What follows belongs to an exercise in optimizing a design on an open flow for small area and a short achievable clock period; a production flow would make more cautious choices.
Function not checked in this run: the RTL went through the layout flow alone.
The clock cells of this run come from the design's own scripts or RTL, not from TritonCTS.
No driver is modelled on the clock port, so clock power and skew are understated where the tree is cut down; a real chip needs a root buffer or a tree.

[design/flow/standard.sh]
#!/bin/bash
# synth_recipe.tcl (not shown) runs the flow's synth.tcl, then flattens the netlist and writes it again
# the make line also repeats each setting of config.mk as NAME=value (left out here)
make -C /OpenROAD-flow-scripts/flow DESIGN_CONFIG=/design/flow/config.mk WORK_HOME=/design/flow/orfs CLKGATE_MAP_FILE= SYNTH_SCRIPT=/design/flow/synth_recipe.tcl "${@:-finish}"
[design/flow/flow/run.sh]
#!/bin/bash
# Own layout flow: the standard ORFS flow (standard.sh, with the standard
# synthesis), with these changes:
#  - ports get the small buffer buf_1 (timing repair may size it up);
#  - timing repair only sizes cells up and swaps pins (SETUP_MOVE_SEQUENCE);
#  - after floorplan, logic cells start at their smallest size (downsize.tcl),
#    so that timing repair sizes up only what needs it;
#  - after CTS, the clock tree is replaced with a flat one (clock.tcl): the
#    clock port drives a few clock buffers, each driving a group of flip-flops.
# ORFS writes each step's full log under orfs/logs/; make's own output goes to
# flow_make.log in the work folder.
set -euo pipefail
cd "$(dirname "$0")/.."
W=$PWD
export CLK_PORT=clk
export CLK_NBUF=${CLK_NBUF:-4}
export CLK_BUF=${CLK_BUF:-sky130_fd_sc_hd__clkbuf_16}
# timing repair only resizes cells and swaps pins: no new buffers
SEQ=${SEQ:-sizeup,swap}
bash standard.sh \
  "BUFFER_PORTS_ARGS=-buffer_cell sky130_fd_sc_hd__buf_1" \
  "CTS_ARGS=-sink_clustering_enable -repair_clock_nets -dont_use_dummy_load" \
  "POST_FLOORPLAN_TCL=$W/flow/downsize.tcl" \
  "POST_CTS_TCL=$W/flow/clock.tcl" \
  "SETUP_MOVE_SEQUENCE=$SEQ" \
  finish > flow_make.log 2>&1
[design/flow/flow/clock.tcl]
# POST_CTS hook: replace the clock tree that CTS built with a flat one.
# The clock port drives CLK_NBUF buffers (CLK_BUF) straight, each of which
# drives the clock pins of one group of flip-flops; the groups split the
# flip-flops by place, by halving the longer side in turn. Every flip-flop is
# one buffer from the port, the same number of stages as all the others.
set block [ord::get_db_block]
set db [ord::get_db]
set nbuf [expr {[info exists ::env(CLK_NBUF)] ? $::env(CLK_NBUF) : 4}]
set bufname [expr {[info exists ::env(CLK_BUF)] ? $::env(CLK_BUF) : "sky130_fd_sc_hd__clkbuf_16"}]
set bufm [$db findMaster $bufname]
set clknet [[$block findBTerm $::env(CLK_PORT)] getNet]

# the flip-flops' clock pins
set sinks {}
foreach inst [$block getInsts] {
  if {[[$inst getMaster] isSequential]} {
    set it [$inst findITerm CLK]
    if {$it ne "NULL"} { lappend sinks $it }
  }
}
# the clock tree's cells: everything reachable from the port net that is not a flip-flop
set tree {}
set nets [list $clknet]
set seen [dict create]
while {[llength $nets]} {
  set net [lindex $nets 0]
  set nets [lrange $nets 1 end]
  foreach it [$net getITerms] {
    set inst [$it getInst]
    if {[[$inst getMaster] isSequential]} continue
    if {![$it isInputSignal]} continue
    set n [$inst getName]
    if {[dict exists $seen $n]} continue
    dict set seen $n 1
    lappend tree $inst
    foreach o [$inst getITerms] {
      if {[$o isOutputSignal] && [$o getNet] ne "NULL"} { lappend nets [$o getNet] }
    }
  }
}
puts "clock.tcl: [llength $sinks] flip-flops, removing [llength $tree] clock tree cells"
foreach it $sinks { $it disconnect }
set oldnets {}
foreach inst $tree {
  foreach o [$inst getITerms] {
    if {[$o isOutputSignal] && [$o getNet] ne "NULL"} { lappend oldnets [$o getNet] }
  }
  odb::dbInst_destroy $inst
}
foreach net [lsort -unique $oldnets] {
  if {$net ne $clknet && [llength [$net getITerms]] == 0 && [llength [$net getBTerms]] == 0} { odb::dbNet_destroy $net }
}

proc loc {it} {
  set b [[$it getInst] getBBox]
  return [list [expr {([$b xMin] + [$b xMax]) / 2}] [expr {([$b yMin] + [$b yMax]) / 2}]]
}
# split groups by halving until there are nbuf of them
set groups [list $sinks]
while {[llength $groups] < $nbuf} {
  # split the largest group
  set bi 0
  for {set i 0} {$i < [llength $groups]} {incr i} {
    if {[llength [lindex $groups $i]] > [llength [lindex $groups $bi]]} { set bi $i }
  }
  set g [lindex $groups $bi]
  set pts {}
  foreach it $g { lappend pts [concat [loc $it] [list $it]] }
  set xs [lsort -integer [lmap p $pts {lindex $p 0}]]
  set ys [lsort -integer [lmap p $pts {lindex $p 1}]]
  set dx [expr {[lindex $xs end] - [lindex $xs 0]}]
  set dy [expr {[lindex $ys end] - [lindex $ys 0]}]
  set k [expr {$dx >= $dy ? 0 : 1}]
  set pts [lsort -integer -index $k $pts]
  set h [expr {[llength $pts] / 2}]
  set a [lmap p [lrange $pts 0 [expr {$h - 1}]] {lindex $p 2}]
  set b [lmap p [lrange $pts $h end] {lindex $p 2}]
  set groups [lreplace $groups $bi $bi $a $b]
}
set i 0
foreach g $groups {
  set sx 0; set sy 0
  foreach it $g { lassign [loc $it] x y; incr sx $x; incr sy $y }
  set cx [expr {$sx / [llength $g]}]
  set cy [expr {$sy / [llength $g]}]
  set inst [odb::dbInst_create $block $bufm "clkbuf_flat_$i"]
  set net [odb::dbNet_create $block "clknet_flat_$i"]
  $net setSigType CLOCK
  $inst setLocation [expr {$cx - [$bufm getWidth] / 2}] [expr {$cy - [$bufm getHeight] / 2}]
  $inst setPlacementStatus PLACED
  [$inst findITerm A] connect $clknet
  [$inst findITerm X] connect $net
  foreach it $g { $it connect $net }
  puts "clock.tcl: buffer $i drives [llength $g] flip-flops at ($cx, $cy)"
  incr i
}
$clknet setSigType CLOCK
detailed_placement
check_placement -verbose
estimate_parasitics -placement
set_propagated_clock [all_clocks]
report_clock_skew
report_checks -path_delay max -format end -group_path_count 5
[design/flow/config.mk]
export PLATFORM = sky130hd
export DESIGN_NAME = fibonacci
export DESIGN_NICKNAME = fibonacci
export VERILOG_FILES = /design/flow/design.v
export SDC_FILE = /design/flow/constraint.sdc
export NUM_CORES = 4
export LEC_CHECK = 0
export CAP_MARGIN = 20
export CORE_MARGIN = 2
export CORE_UTILIZATION = 40
export SETUP_SLACK_MARGIN = 3.3
export SLEW_MARGIN = 20
export SYNTH_HIERARCHICAL = 1
[design/flow/design.v]
module fibonacci(clk, rstn, val);
input clk;
input rstn;
output [31:0] val;
reg [15:0] pl;
reg [15:1] vl;
reg vl0_n;
reg [15:0] vh, ph;
reg c, f_n;
wire [15:0] lo;   
wire lo_c;
wire [15:0] hi;
wire hi_c;
fib_add_lo u_lo (.a({vl, vl0_n}), .b(pl), .ci(f_n), .s(lo), .co(lo_c));
fib_add_hi u_hi (.a(vh), .b(ph), .ci(c), .s(hi), .co(hi_c));
assign val = {vh, pl};
always @(posedge clk or negedge rstn)
begin
    if (!rstn) begin
        pl    <= 16'd0;
        vl    <= 15'd0;
        vl0_n <= 1'b0;
        vh    <= 16'd0;
        ph    <= 16'd0;
        c     <= 1'b0;
        f_n   <= 1'b0;
    end else begin
        vl    <= lo[15:1];
        vl0_n <= lo[0];
        c     <= lo_c;
        pl    <= {vl, ~vl0_n};
        vh    <= hi;
        ph    <= vh;
        f_n   <= 1'b1;
    end
end
endmodule
module fib_add_lo(a, b, ci, s, co);
    input [15:0] a, b;
    input ci;
    output [15:0] s;
    output co;
    wire w1, w2, w3, w4, w5, w6, w7, w8, w9, w10, w11, w12, w13, w14, w15, w16, w17, w18, w19, w20, w21, w22, w23, w24, w25, w26, w27, w28, w29, w30, w31, w32, w33, w34, w35, w36, w37, w38, w39, w40, w41, w42, w43, w44, w45, w46, w47, w48, w49, w50, w51, w52, w53, w54, w55, w56, w57, w58, w59, w60, w61, w62, w63, w64, w65, w66, w67, w68, w69, w70, w71, w72, w73, w74, w75, w76, w77, w78, w79, w80, w81, w82, w83, w84, w85, w86, w87, w88, w89, w90, w91, w92, w93, w94, w95, w96, w97, w98, w99, w100, w101, w102, w103, w104, w105, w106, w107, w108, w109, w110, w111, w112, w113, w114, w115;
    fib_nand2b g1 (.a(a[0]), .b(b[0]), .y(w1));
    fib_nor2b g2 (.a(b[0]), .b(a[0]), .y(w2));
    fib_xnor2 g3 (.a(a[0]), .b(b[0]), .y(w3));
    fib_nand2 g4 (.a(a[1]), .b(b[1]), .y(w4));
    fib_nor2 g5 (.a(a[1]), .b(b[1]), .y(w5));
    fib_xor2 g6 (.a(a[1]), .b(b[1]), .y(w6));
    fib_nand2 g7 (.a(a[2]), .b(b[2]), .y(w7));
    fib_nor2 g8 (.a(a[2]), .b(b[2]), .y(w8));
    fib_xor2 g9 (.a(a[2]), .b(b[2]), .y(w9));
    fib_nand2 g10 (.a(a[3]), .b(b[3]), .y(w10));
    fib_nor2 g11 (.a(a[3]), .b(b[3]), .y(w11));
    fib_xor2 g12 (.a(a[3]), .b(b[3]), .y(w12));
    fib_nand2 g13 (.a(a[4]), .b(b[4]), .y(w13));
    fib_nor2 g14 (.a(a[4]), .b(b[4]), .y(w14));
    fib_xor2 g15 (.a(a[4]), .b(b[4]), .y(w15));
    fib_nand2 g16 (.a(a[5]), .b(b[5]), .y(w16));
    fib_nor2 g17 (.a(a[5]), .b(b[5]), .y(w17));
    fib_xor2 g18 (.a(a[5]), .b(b[5]), .y(w18));
    fib_nand2 g19 (.a(a[6]), .b(b[6]), .y(w19));
    fib_nor2 g20 (.a(a[6]), .b(b[6]), .y(w20));
    fib_xor2 g21 (.a(a[6]), .b(b[6]), .y(w21));
    fib_nand2 g22 (.a(a[7]), .b(b[7]), .y(w22));
    fib_nor2 g23 (.a(a[7]), .b(b[7]), .y(w23));
    fib_xor2 g24 (.a(a[7]), .b(b[7]), .y(w24));
    fib_nand2 g25 (.a(a[8]), .b(b[8]), .y(w25));
    fib_nor2 g26 (.a(a[8]), .b(b[8]), .y(w26));
    fib_xor2 g27 (.a(a[8]), .b(b[8]), .y(w27));
    fib_nand2 g28 (.a(a[9]), .b(b[9]), .y(w28));
    fib_nor2 g29 (.a(a[9]), .b(b[9]), .y(w29));
    fib_xor2 g30 (.a(a[9]), .b(b[9]), .y(w30));
    fib_nand2 g31 (.a(a[10]), .b(b[10]), .y(w31));
    fib_nor2 g32 (.a(a[10]), .b(b[10]), .y(w32));
    fib_xor2 g33 (.a(a[10]), .b(b[10]), .y(w33));
    fib_nand2 g34 (.a(a[11]), .b(b[11]), .y(w34));
    fib_nor2 g35 (.a(a[11]), .b(b[11]), .y(w35));
    fib_xor2 g36 (.a(a[11]), .b(b[11]), .y(w36));
    fib_nand2 g37 (.a(a[12]), .b(b[12]), .y(w37));
    fib_nor2 g38 (.a(a[12]), .b(b[12]), .y(w38));
    fib_xor2 g39 (.a(a[12]), .b(b[12]), .y(w39));
    fib_nand2 g40 (.a(a[13]), .b(b[13]), .y(w40));
    fib_nor2 g41 (.a(a[13]), .b(b[13]), .y(w41));
    fib_xor2 g42 (.a(a[13]), .b(b[13]), .y(w42));
    fib_nand2 g43 (.a(a[14]), .b(b[14]), .y(w43));
    fib_nor2 g44 (.a(a[14]), .b(b[14]), .y(w44));
    fib_xor2 g45 (.a(a[14]), .b(b[14]), .y(w45));
    fib_nand2 g46 (.a(a[15]), .b(b[15]), .y(w46));
    fib_nor2 g47 (.a(a[15]), .b(b[15]), .y(w47));
    fib_xor2 g48 (.a(a[15]), .b(b[15]), .y(w48));
    fib_oai21 g49 (.a(w2), .b(ci), .c(w1), .y(w49));
    fib_oai21 g50 (.a(w8), .b(w4), .c(w7), .y(w50));
    fib_nor2 g51 (.a(w8), .b(w5), .y(w51));
    fib_oai21 g52 (.a(w14), .b(w10), .c(w13), .y(w52));
    fib_nor2 g53 (.a(w14), .b(w11), .y(w53));
    fib_oai21 g54 (.a(w20), .b(w16), .c(w19), .y(w54));
    fib_nor2 g55 (.a(w20), .b(w17), .y(w55));
    fib_oai21 g56 (.a(w26), .b(w22), .c(w25), .y(w56));
    fib_nor2 g57 (.a(w26), .b(w23), .y(w57));
    fib_oai21 g58 (.a(w32), .b(w28), .c(w31), .y(w58));
    fib_nor2 g59 (.a(w32), .b(w29), .y(w59));
    fib_oai21 g60 (.a(w38), .b(w34), .c(w37), .y(w60));
    fib_nor2 g61 (.a(w38), .b(w35), .y(w61));
    fib_oai21 g62 (.a(w44), .b(w40), .c(w43), .y(w62));
    fib_nor2 g63 (.a(w44), .b(w41), .y(w63));
    fib_inv g64 (.a(w49), .y(w64));
    fib_oai21 g65 (.a(w5), .b(w64), .c(w4), .y(w65));
    fib_aoi21 g66 (.a(w51), .b(w49), .c(w50), .y(w66));
    fib_inv g67 (.a(w52), .y(w67));
    fib_inv g68 (.a(w53), .y(w68));
    fib_oai21 g69 (.a(w17), .b(w67), .c(w16), .y(w69));
    fib_nor2 g70 (.a(w17), .b(w68), .y(w70));
    fib_aoi21 g71 (.a(w55), .b(w52), .c(w54), .y(w71));
    fib_nand2 g72 (.a(w55), .b(w53), .y(w72));
    fib_inv g73 (.a(w56), .y(w73));
    fib_inv g74 (.a(w57), .y(w74));
    fib_oai21 g75 (.a(w29), .b(w73), .c(w28), .y(w75));
    fib_nor2 g76 (.a(w29), .b(w74), .y(w76));
    fib_aoi21 g77 (.a(w59), .b(w56), .c(w58), .y(w77));
    fib_nand2 g78 (.a(w59), .b(w57), .y(w78));
    fib_inv g79 (.a(w60), .y(w79));
    fib_inv g80 (.a(w61), .y(w80));
    fib_oai21 g81 (.a(w41), .b(w79), .c(w40), .y(w81));
    fib_nor2 g82 (.a(w41), .b(w80), .y(w82));
    fib_aoi21 g83 (.a(w63), .b(w60), .c(w62), .y(w83));
    fib_nand2 g84 (.a(w63), .b(w61), .y(w84));
    fib_oai21 g85 (.a(w11), .b(w66), .c(w10), .y(w85));
    fib_inv g86 (.a(w66), .y(w86));
    fib_aoi21 g87 (.a(w53), .b(w86), .c(w52), .y(w87));
    fib_inv g88 (.a(w66), .y(w88));
    fib_aoi21 g89 (.a(w70), .b(w88), .c(w69), .y(w89));
    fib_oai21 g90 (.a(w72), .b(w66), .c(w71), .y(w90));
    fib_oai21 g91 (.a(w35), .b(w77), .c(w34), .y(w91));
    fib_nor2 g92 (.a(w35), .b(w78), .y(w92));
    fib_inv g93 (.a(w77), .y(w93));
    fib_inv g94 (.a(w78), .y(w94));
    fib_aoi21 g95 (.a(w61), .b(w93), .c(w60), .y(w95));
    fib_nand2 g96 (.a(w61), .b(w94), .y(w96));
    fib_inv g97 (.a(w77), .y(w97));
    fib_inv g98 (.a(w78), .y(w98));
    fib_aoi21 g99 (.a(w82), .b(w97), .c(w81), .y(w99));
    fib_nand2 g100 (.a(w82), .b(w98), .y(w100));
    fib_oai21 g101 (.a(w84), .b(w77), .c(w83), .y(w101));
    fib_nor2 g102 (.a(w84), .b(w78), .y(w102));
    fib_inv g103 (.a(w90), .y(w103));
    fib_oai21 g104 (.a(w23), .b(w103), .c(w22), .y(w104));
    fib_aoi21 g105 (.a(w57), .b(w90), .c(w56), .y(w105));
    fib_aoi21 g106 (.a(w76), .b(w90), .c(w75), .y(w106));
    fib_inv g107 (.a(w90), .y(w107));
    fib_oai21 g108 (.a(w78), .b(w107), .c(w77), .y(w108));
    fib_aoi21 g109 (.a(w92), .b(w90), .c(w91), .y(w109));
    fib_inv g110 (.a(w90), .y(w110));
    fib_oai21 g111 (.a(w96), .b(w110), .c(w95), .y(w111));
    fib_inv g112 (.a(w90), .y(w112));
    fib_oai21 g113 (.a(w100), .b(w112), .c(w99), .y(w113));
    fib_aoi21 g114 (.a(w102), .b(w90), .c(w101), .y(w114));
    fib_oai21 g115 (.a(w47), .b(w114), .c(w46), .y(w115));
    fib_xor2 g116 (.a(w3), .b(ci), .y(s[0]));
    fib_xor2 g117 (.a(w6), .b(w49), .y(s[1]));
    fib_xor2 g118 (.a(w9), .b(w65), .y(s[2]));
    fib_xnor2 g119 (.a(w12), .b(w66), .y(s[3]));
    fib_xor2 g120 (.a(w15), .b(w85), .y(s[4]));
    fib_xnor2 g121 (.a(w18), .b(w87), .y(s[5]));
    fib_xnor2 g122 (.a(w21), .b(w89), .y(s[6]));
    fib_xor2 g123 (.a(w24), .b(w90), .y(s[7]));
    fib_xor2 g124 (.a(w27), .b(w104), .y(s[8]));
    fib_xnor2 g125 (.a(w30), .b(w105), .y(s[9]));
    fib_xnor2 g126 (.a(w33), .b(w106), .y(s[10]));
    fib_xor2 g127 (.a(w36), .b(w108), .y(s[11]));
    fib_xnor2 g128 (.a(w39), .b(w109), .y(s[12]));
    fib_xor2 g129 (.a(w42), .b(w111), .y(s[13]));
    fib_xor2 g130 (.a(w45), .b(w113), .y(s[14]));
    fib_xnor2 g131 (.a(w48), .b(w114), .y(s[15]));
    assign co = w115;
endmodule
module fib_add_hi(a, b, ci, s, co);
    input [15:0] a, b;
    input ci;
    output [15:0] s;
    output co;
    wire w1, w2, w3, w4, w5, w6, w7, w8, w9, w10, w11, w12, w13, w14, w15, w16, w17, w18, w19, w20, w21, w22, w23, w24, w25, w26, w27, w28, w29, w30, w31, w32, w33, w34, w35, w36, w37, w38, w39, w40, w41, w42, w43, w44, w45, w46, w47, w48, w49, w50, w51, w52, w53, w54, w55, w56, w57, w58, w59, w60, w61, w62, w63, w64, w65, w66, w67, w68, w69, w70, w71, w72, w73, w74, w75, w76, w77, w78, w79, w80, w81, w82, w83, w84, w85, w86, w87, w88, w89, w90, w91, w92, w93, w94, w95, w96, w97, w98, w99, w100, w101, w102, w103, w104, w105, w106, w107, w108, w109, w110, w111, w112, w113, w114, w115, w116;
    fib_nand2 g1 (.a(a[0]), .b(b[0]), .y(w1));
    fib_nor2 g2 (.a(a[0]), .b(b[0]), .y(w2));
    fib_xor2 g3 (.a(a[0]), .b(b[0]), .y(w3));
    fib_nand2 g4 (.a(a[1]), .b(b[1]), .y(w4));
    fib_nor2 g5 (.a(a[1]), .b(b[1]), .y(w5));
    fib_xor2 g6 (.a(a[1]), .b(b[1]), .y(w6));
    fib_nand2 g7 (.a(a[2]), .b(b[2]), .y(w7));
    fib_nor2 g8 (.a(a[2]), .b(b[2]), .y(w8));
    fib_xor2 g9 (.a(a[2]), .b(b[2]), .y(w9));
    fib_nand2 g10 (.a(a[3]), .b(b[3]), .y(w10));
    fib_nor2 g11 (.a(a[3]), .b(b[3]), .y(w11));
    fib_xor2 g12 (.a(a[3]), .b(b[3]), .y(w12));
    fib_nand2 g13 (.a(a[4]), .b(b[4]), .y(w13));
    fib_nor2 g14 (.a(a[4]), .b(b[4]), .y(w14));
    fib_xor2 g15 (.a(a[4]), .b(b[4]), .y(w15));
    fib_nand2 g16 (.a(a[5]), .b(b[5]), .y(w16));
    fib_nor2 g17 (.a(a[5]), .b(b[5]), .y(w17));
    fib_xor2 g18 (.a(a[5]), .b(b[5]), .y(w18));
    fib_nand2 g19 (.a(a[6]), .b(b[6]), .y(w19));
    fib_nor2 g20 (.a(a[6]), .b(b[6]), .y(w20));
    fib_xor2 g21 (.a(a[6]), .b(b[6]), .y(w21));
    fib_nand2 g22 (.a(a[7]), .b(b[7]), .y(w22));
    fib_nor2 g23 (.a(a[7]), .b(b[7]), .y(w23));
    fib_xor2 g24 (.a(a[7]), .b(b[7]), .y(w24));
    fib_nand2 g25 (.a(a[8]), .b(b[8]), .y(w25));
    fib_nor2 g26 (.a(a[8]), .b(b[8]), .y(w26));
    fib_xor2 g27 (.a(a[8]), .b(b[8]), .y(w27));
    fib_nand2 g28 (.a(a[9]), .b(b[9]), .y(w28));
    fib_nor2 g29 (.a(a[9]), .b(b[9]), .y(w29));
    fib_xor2 g30 (.a(a[9]), .b(b[9]), .y(w30));
    fib_nand2 g31 (.a(a[10]), .b(b[10]), .y(w31));
    fib_nor2 g32 (.a(a[10]), .b(b[10]), .y(w32));
    fib_xor2 g33 (.a(a[10]), .b(b[10]), .y(w33));
    fib_nand2 g34 (.a(a[11]), .b(b[11]), .y(w34));
    fib_nor2 g35 (.a(a[11]), .b(b[11]), .y(w35));
    fib_xor2 g36 (.a(a[11]), .b(b[11]), .y(w36));
    fib_nand2 g37 (.a(a[12]), .b(b[12]), .y(w37));
    fib_nor2 g38 (.a(a[12]), .b(b[12]), .y(w38));
    fib_xor2 g39 (.a(a[12]), .b(b[12]), .y(w39));
    fib_nand2 g40 (.a(a[13]), .b(b[13]), .y(w40));
    fib_nor2 g41 (.a(a[13]), .b(b[13]), .y(w41));
    fib_xor2 g42 (.a(a[13]), .b(b[13]), .y(w42));
    fib_nand2 g43 (.a(a[14]), .b(b[14]), .y(w43));
    fib_nor2 g44 (.a(a[14]), .b(b[14]), .y(w44));
    fib_xor2 g45 (.a(a[14]), .b(b[14]), .y(w45));
    fib_nand2 g46 (.a(a[15]), .b(b[15]), .y(w46));
    fib_nor2 g47 (.a(a[15]), .b(b[15]), .y(w47));
    fib_xor2 g48 (.a(a[15]), .b(b[15]), .y(w48));
    fib_inv g49 (.a(ci), .y(w49));
    fib_oai21 g50 (.a(w2), .b(w49), .c(w1), .y(w50));
    fib_oai21 g51 (.a(w8), .b(w4), .c(w7), .y(w51));
    fib_nor2 g52 (.a(w8), .b(w5), .y(w52));
    fib_oai21 g53 (.a(w14), .b(w10), .c(w13), .y(w53));
    fib_nor2 g54 (.a(w14), .b(w11), .y(w54));
    fib_oai21 g55 (.a(w20), .b(w16), .c(w19), .y(w55));
    fib_nor2 g56 (.a(w20), .b(w17), .y(w56));
    fib_oai21 g57 (.a(w26), .b(w22), .c(w25), .y(w57));
    fib_nor2 g58 (.a(w26), .b(w23), .y(w58));
    fib_oai21 g59 (.a(w32), .b(w28), .c(w31), .y(w59));
    fib_nor2 g60 (.a(w32), .b(w29), .y(w60));
    fib_oai21 g61 (.a(w38), .b(w34), .c(w37), .y(w61));
    fib_nor2 g62 (.a(w38), .b(w35), .y(w62));
    fib_oai21 g63 (.a(w44), .b(w40), .c(w43), .y(w63));
    fib_nor2 g64 (.a(w44), .b(w41), .y(w64));
    fib_inv g65 (.a(w50), .y(w65));
    fib_oai21 g66 (.a(w5), .b(w65), .c(w4), .y(w66));
    fib_aoi21 g67 (.a(w52), .b(w50), .c(w51), .y(w67));
    fib_inv g68 (.a(w53), .y(w68));
    fib_inv g69 (.a(w54), .y(w69));
    fib_oai21 g70 (.a(w17), .b(w68), .c(w16), .y(w70));
    fib_nor2 g71 (.a(w17), .b(w69), .y(w71));
    fib_aoi21 g72 (.a(w56), .b(w53), .c(w55), .y(w72));
    fib_nand2 g73 (.a(w56), .b(w54), .y(w73));
    fib_inv g74 (.a(w57), .y(w74));
    fib_inv g75 (.a(w58), .y(w75));
    fib_oai21 g76 (.a(w29), .b(w74), .c(w28), .y(w76));
    fib_nor2 g77 (.a(w29), .b(w75), .y(w77));
    fib_aoi21 g78 (.a(w60), .b(w57), .c(w59), .y(w78));
    fib_nand2 g79 (.a(w60), .b(w58), .y(w79));
    fib_inv g80 (.a(w61), .y(w80));
    fib_inv g81 (.a(w62), .y(w81));
    fib_oai21 g82 (.a(w41), .b(w80), .c(w40), .y(w82));
    fib_nor2 g83 (.a(w41), .b(w81), .y(w83));
    fib_aoi21 g84 (.a(w64), .b(w61), .c(w63), .y(w84));
    fib_nand2 g85 (.a(w64), .b(w62), .y(w85));
    fib_oai21 g86 (.a(w11), .b(w67), .c(w10), .y(w86));
    fib_inv g87 (.a(w67), .y(w87));
    fib_aoi21 g88 (.a(w54), .b(w87), .c(w53), .y(w88));
    fib_inv g89 (.a(w67), .y(w89));
    fib_aoi21 g90 (.a(w71), .b(w89), .c(w70), .y(w90));
    fib_oai21 g91 (.a(w73), .b(w67), .c(w72), .y(w91));
    fib_oai21 g92 (.a(w35), .b(w78), .c(w34), .y(w92));
    fib_nor2 g93 (.a(w35), .b(w79), .y(w93));
    fib_inv g94 (.a(w78), .y(w94));
    fib_inv g95 (.a(w79), .y(w95));
    fib_aoi21 g96 (.a(w62), .b(w94), .c(w61), .y(w96));
    fib_nand2 g97 (.a(w62), .b(w95), .y(w97));
    fib_inv g98 (.a(w78), .y(w98));
    fib_inv g99 (.a(w79), .y(w99));
    fib_aoi21 g100 (.a(w83), .b(w98), .c(w82), .y(w100));
    fib_nand2 g101 (.a(w83), .b(w99), .y(w101));
    fib_oai21 g102 (.a(w85), .b(w78), .c(w84), .y(w102));
    fib_nor2 g103 (.a(w85), .b(w79), .y(w103));
    fib_inv g104 (.a(w91), .y(w104));
    fib_oai21 g105 (.a(w23), .b(w104), .c(w22), .y(w105));
    fib_aoi21 g106 (.a(w58), .b(w91), .c(w57), .y(w106));
    fib_aoi21 g107 (.a(w77), .b(w91), .c(w76), .y(w107));
    fib_inv g108 (.a(w91), .y(w108));
    fib_oai21 g109 (.a(w79), .b(w108), .c(w78), .y(w109));
    fib_aoi21 g110 (.a(w93), .b(w91), .c(w92), .y(w110));
    fib_inv g111 (.a(w91), .y(w111));
    fib_oai21 g112 (.a(w97), .b(w111), .c(w96), .y(w112));
    fib_inv g113 (.a(w91), .y(w113));
    fib_oai21 g114 (.a(w101), .b(w113), .c(w100), .y(w114));
    fib_aoi21 g115 (.a(w103), .b(w91), .c(w102), .y(w115));
    fib_oai21 g116 (.a(w47), .b(w115), .c(w46), .y(w116));
    fib_xor2 g117 (.a(w3), .b(ci), .y(s[0]));
    fib_xor2 g118 (.a(w6), .b(w50), .y(s[1]));
    fib_xor2 g119 (.a(w9), .b(w66), .y(s[2]));
    fib_xnor2 g120 (.a(w12), .b(w67), .y(s[3]));
    fib_xor2 g121 (.a(w15), .b(w86), .y(s[4]));
    fib_xnor2 g122 (.a(w18), .b(w88), .y(s[5]));
    fib_xnor2 g123 (.a(w21), .b(w90), .y(s[6]));
    fib_xor2 g124 (.a(w24), .b(w91), .y(s[7]));
    fib_xor2 g125 (.a(w27), .b(w105), .y(s[8]));
    fib_xnor2 g126 (.a(w30), .b(w106), .y(s[9]));
    fib_xnor2 g127 (.a(w33), .b(w107), .y(s[10]));
    fib_xor2 g128 (.a(w36), .b(w109), .y(s[11]));
    fib_xnor2 g129 (.a(w39), .b(w110), .y(s[12]));
    fib_xor2 g130 (.a(w42), .b(w112), .y(s[13]));
    fib_xor2 g131 (.a(w45), .b(w114), .y(s[14]));
    fib_xnor2 g132 (.a(w48), .b(w115), .y(s[15]));
    assign co = w116;
endmodule
module fib_inv(a, y);
    input a;
    output y;
    assign y = ~a;
endmodule
module fib_nand2(a, b, y);
    input a, b;
    output y;
    assign y = ~(a & b);
endmodule
module fib_nor2(a, b, y);
    input a, b;
    output y;
    assign y = ~(a | b);
endmodule
module fib_xor2(a, b, y);
    input a, b;
    output y;
    assign y = a ^ b;
endmodule
module fib_xnor2(a, b, y);
    input a, b;
    output y;
    assign y = ~(a ^ b);
endmodule
module fib_nand2b(a, b, y);
    input a, b;
    output y;
    assign y = ~(~a & b);
endmodule
module fib_nor2b(a, b, y);
    input a, b;
    output y;
    assign y = ~(a | ~b);
endmodule
module fib_aoi21(a, b, c, y);
    input a, b, c;
    output y;
    assign y = ~((a & b) | c);
endmodule
module fib_oai21(a, b, c, y);
    input a, b, c;
    output y;
    assign y = ~((a | b) & c);
endmodule
[design/flow/constraint.sdc]
create_clock -name core_clock -period 5.0 [get_ports {clk}]
set_input_delay 1.0000 -clock core_clock [delete_from_list [all_inputs] [get_ports {clk}]]
set_output_delay 1.0000 -clock core_clock [all_outputs]
set_load 0.01 [all_outputs]
[design/flow/flow/downsize.tcl]
# POST_FLOORPLAN hook: set every logic cell to the smallest cell of its kind
# (same function, other drive strength), so that later timing repair sizes up
# only the cells that need it.
set db [ord::get_db]
set block [ord::get_db_block]
set masters [dict create]
foreach lib [$db getLibs] {
  foreach m [$lib getMasters] {
    set n [$m getName]
    if {[regexp {^(sky130_fd_sc_hd__[a-z0-9]+)_([0-9]+)$} $n -> base drive]} {
      dict lappend masters $base $m
    }
  }
}
set dont [expr {[info exists ::env(DONT_USE_CELLS)] ? $::env(DONT_USE_CELLS) : ""}]
set changed 0
foreach inst [$block getInsts] {
  set m [$inst getMaster]
  if {[$m isSequential]} continue
  set n [$m getName]
  if {![regexp {^(sky130_fd_sc_hd__[a-z0-9]+)_([0-9]+)$} $n -> base drive]} continue
  if {![dict exists $masters $base]} continue
  set best $m
  foreach c [dict get $masters $base] {
    if {[lsearch -exact $dont [$c getName]] >= 0} continue
    if {[$c getWidth] < [$best getWidth]} { set best $c }
  }
  if {$best ne $m} {
    $inst swapMaster $best
    incr changed
  }
}
puts "downsize.tcl: $changed cells set to their smallest size"
==> Implementation_results.wiki <==
{| class="wikitable"
! Metric !! Value
|-
| Wire length of the first global-routing pass || 9290 um
|-
| Number of placed cells counting well taps || 464
|-
| Largest delay contributor family on the critical path || flip-flops
|-
| Final setup violation count || 0
|-
| Antenna cells || 0
|-
| Syn Inst Count || 328
|-
| Fin Clk Skew || 0.00680 ns
|-
| Fmax || 576 MHz
|-
| Max-cap violations || 0
|-
| Met2 usage || 22.0%
|-
| Final antenna-violating net count || 0
|-
| Total number of vias || 2142
|-
| Placeable core region || 7650 um^2
|-
| Routed WL per cell || 11.0 um
|-
| Global routing met3 resource utilization || 4.15%
|-
| Final setup TNS || 0 ns
|-
| RePlAce Congestion || 0.777
|-
| Total number of cells along the worst setup path || 1
|-
| Post-route insts no fill || 468
|-
| Depth of the worst register-to-register path || 7
|-
| Synth warn || 7
|-
| Status || complete, no violations
|-
| Skew-Pair Late Insertion Delay || 0.14 ns
|-
| Initial cell density of the core || 41.1%
|-
| Count of buffers from port buffering || 33
|-
| DP HPWL || 3570 um
|-
| Met1 Resource Use GR || 17.4%
|-
| Number of pins exceeding their max-slew limit in the final report || 0
|-
| Iteration-0 DRC Markers || 65
|-
| Number of detailed-route iterations in the first pass || 4
|-
| Sink count of the clock tree || 66
|-
| Post-route DRC violation count || 0
|-
| Top Usage Layer GRT || met2
|-
| Type of the most critical hold path || register to register
|-
| Maximum number of pins on one net before global-route repair || 39
|-
| Category of the critical setup timing path || register to primary output
|-
| Library cell contributing the largest single delay on the critical path || dfrtp_1
|-
| Worst hold slack || 0.427 ns
|-
| Highest cell delay on the worst timing path || 0.44 ns
|-
| Post-route minimum period || 1.74 ns
|-
| Total wire length after detailed routing || 5140 um
|-
| Area growth syn-to-layout || 14.5%
|-
| Data arrival time of the worst path || 0.74 ns
|-
| Crit path launch type || register
|-
| Kind of capture point of the worst setup path || primary output
|-
| Y dimension of the die || 92.6 um
|-
| Final number of hold-violating endpoints || 0
|-
| Clock input transition at the sequential cells of the worst setup and hold paths || 0.07 ns
|-
| Cell count of the worst hold path || 0
|-
| Fillers || 762
|-
| Layout cell share with drive strength beyond 1 || 16.1%
|-
| Number of antenna violations at the first check in global routing || 0
|-
| Overflow after GRT || 0
|-
| Largest fanout of any net on the critical path || 5
|-
| Worst Path Required || 4.00 ns
|-
| Critical Path, Cell by Cell || buf_2
|-
| Floorplan row count || 32
|-
| Buffers and inverters on the worst path || 1
|-
| Global-route usage over all layers || 13.3%
|-
| Net count of the mapped netlist || 330
|-
| Top-level port count || 34
|-
| Die X || 92.6 um
|-
| Routed via count divided by cell count || 4.58
|-
| Die footprint || 8570 um^2
|-
| Mean cell area of the mapped netlist || 9.57 um^2
|-
| Synthesized cell area || 3140 um^2
|-
| RSZ-0062 raised after global routing || yes
|-
| Fin nets || 370
|-
| Via count of the first global-routing pass || 2109
|-
| Final period utilization || 34.7%
|}
-- cells in the final DEF (no fill, tap or decap), drive strengths merged --
master	n
nor2b	1
clkbuf	6
nand2	40
nand2b	1
nor2	54
a21oi	24
xor2	49
conb	1
xnor2	15
buf	32
inv	36
dfrtp	66
o21ai	41
-- layer usage --
layer | share of wire, % | wire, um
met3 | 4.6 | 236
met1 | 48 | 2470
met4 | 0.93 | 48
met2 | 46 | 2390
met5 | 0 | 0
-- path summary, 6_finish.rpt --
kind                             start      end  slack (ns)
worst max-delay path             vh[7]  val[23]        3.26
max in group asynchronous         rstn   vh[10]        3.53
worst min register to register  vh[15]   ph[15]        0.43
worst min-delay path            vh[15]   ph[15]        0.43
worst max register to register   vl0_n   vl[11]        3.38
min in group asynchronous         rstn    ph[4]        0.80
-- state kept, by name (all words and copies together), names as in the netlist --
name,flops
f_n,1
pl,16
vl,15
vl0_n,1
vh,16
c,1
ph,16
-- metrics by stage --
stage / setup slack, ns / utilization (%) / cell area (um^2)
floorplan: 3.33 / - / 3150
global placement: 2.60 / 43.2 / 3300
detailed placement: 2.61 / 43.2 / 3300
global route: 3.22 / 47.0 / 3590
finish: 3.26 / 47.0 / 3590
-- final cells by class --
cell class                      count  area, um^2  share of cell area (%)
Timing Repair Buffer               34         229                    6.37
Inverter                           36         135                    3.76
Tap cell                          102         128                    3.55
Multi-Input combinational cell    226        1340                    37.4
Buffer                              4         100                    2.79
Sequential cell                    66        1660                    46.2

## afterwards: timing with drivers on the ports
In the flow no input, the clock included, has a driving cell. The finished layout below was timed again as built, in two steps. Step 1 (the two cells are an assumption about what drives the block):
set clk [get_ports {clk}]
set_driving_cell -lib_cell sky130_fd_sc_hd__clkbuf_16 $clk
set_driving_cell -lib_cell sky130_fd_sc_hd__buf_2 [delete_from_list [all_inputs] $clk]
Step 2 moves the port delays by t, midway between the first and last clock arrival at a register: inputs arrive t later, outputs are due t later. That takes back most of the time a late clock gives input paths. Three values: ideal, step 1, step 2; two values: the first two.
t (ns): 0.211
setup WS [ns]: 3.265 / 3.189 / 3.366
worst register clock-pin slew, ns: 0.07 / 0.07
worst slew at a driven data input, ns: 0.03
cell pins on the clock port's net: 4
After both steps this run still meets setup and hold. The setup slack of this run moves by -0.076 ns with the drivers and by +0.101 ns with both steps. Setup slack includes reset recovery checks.
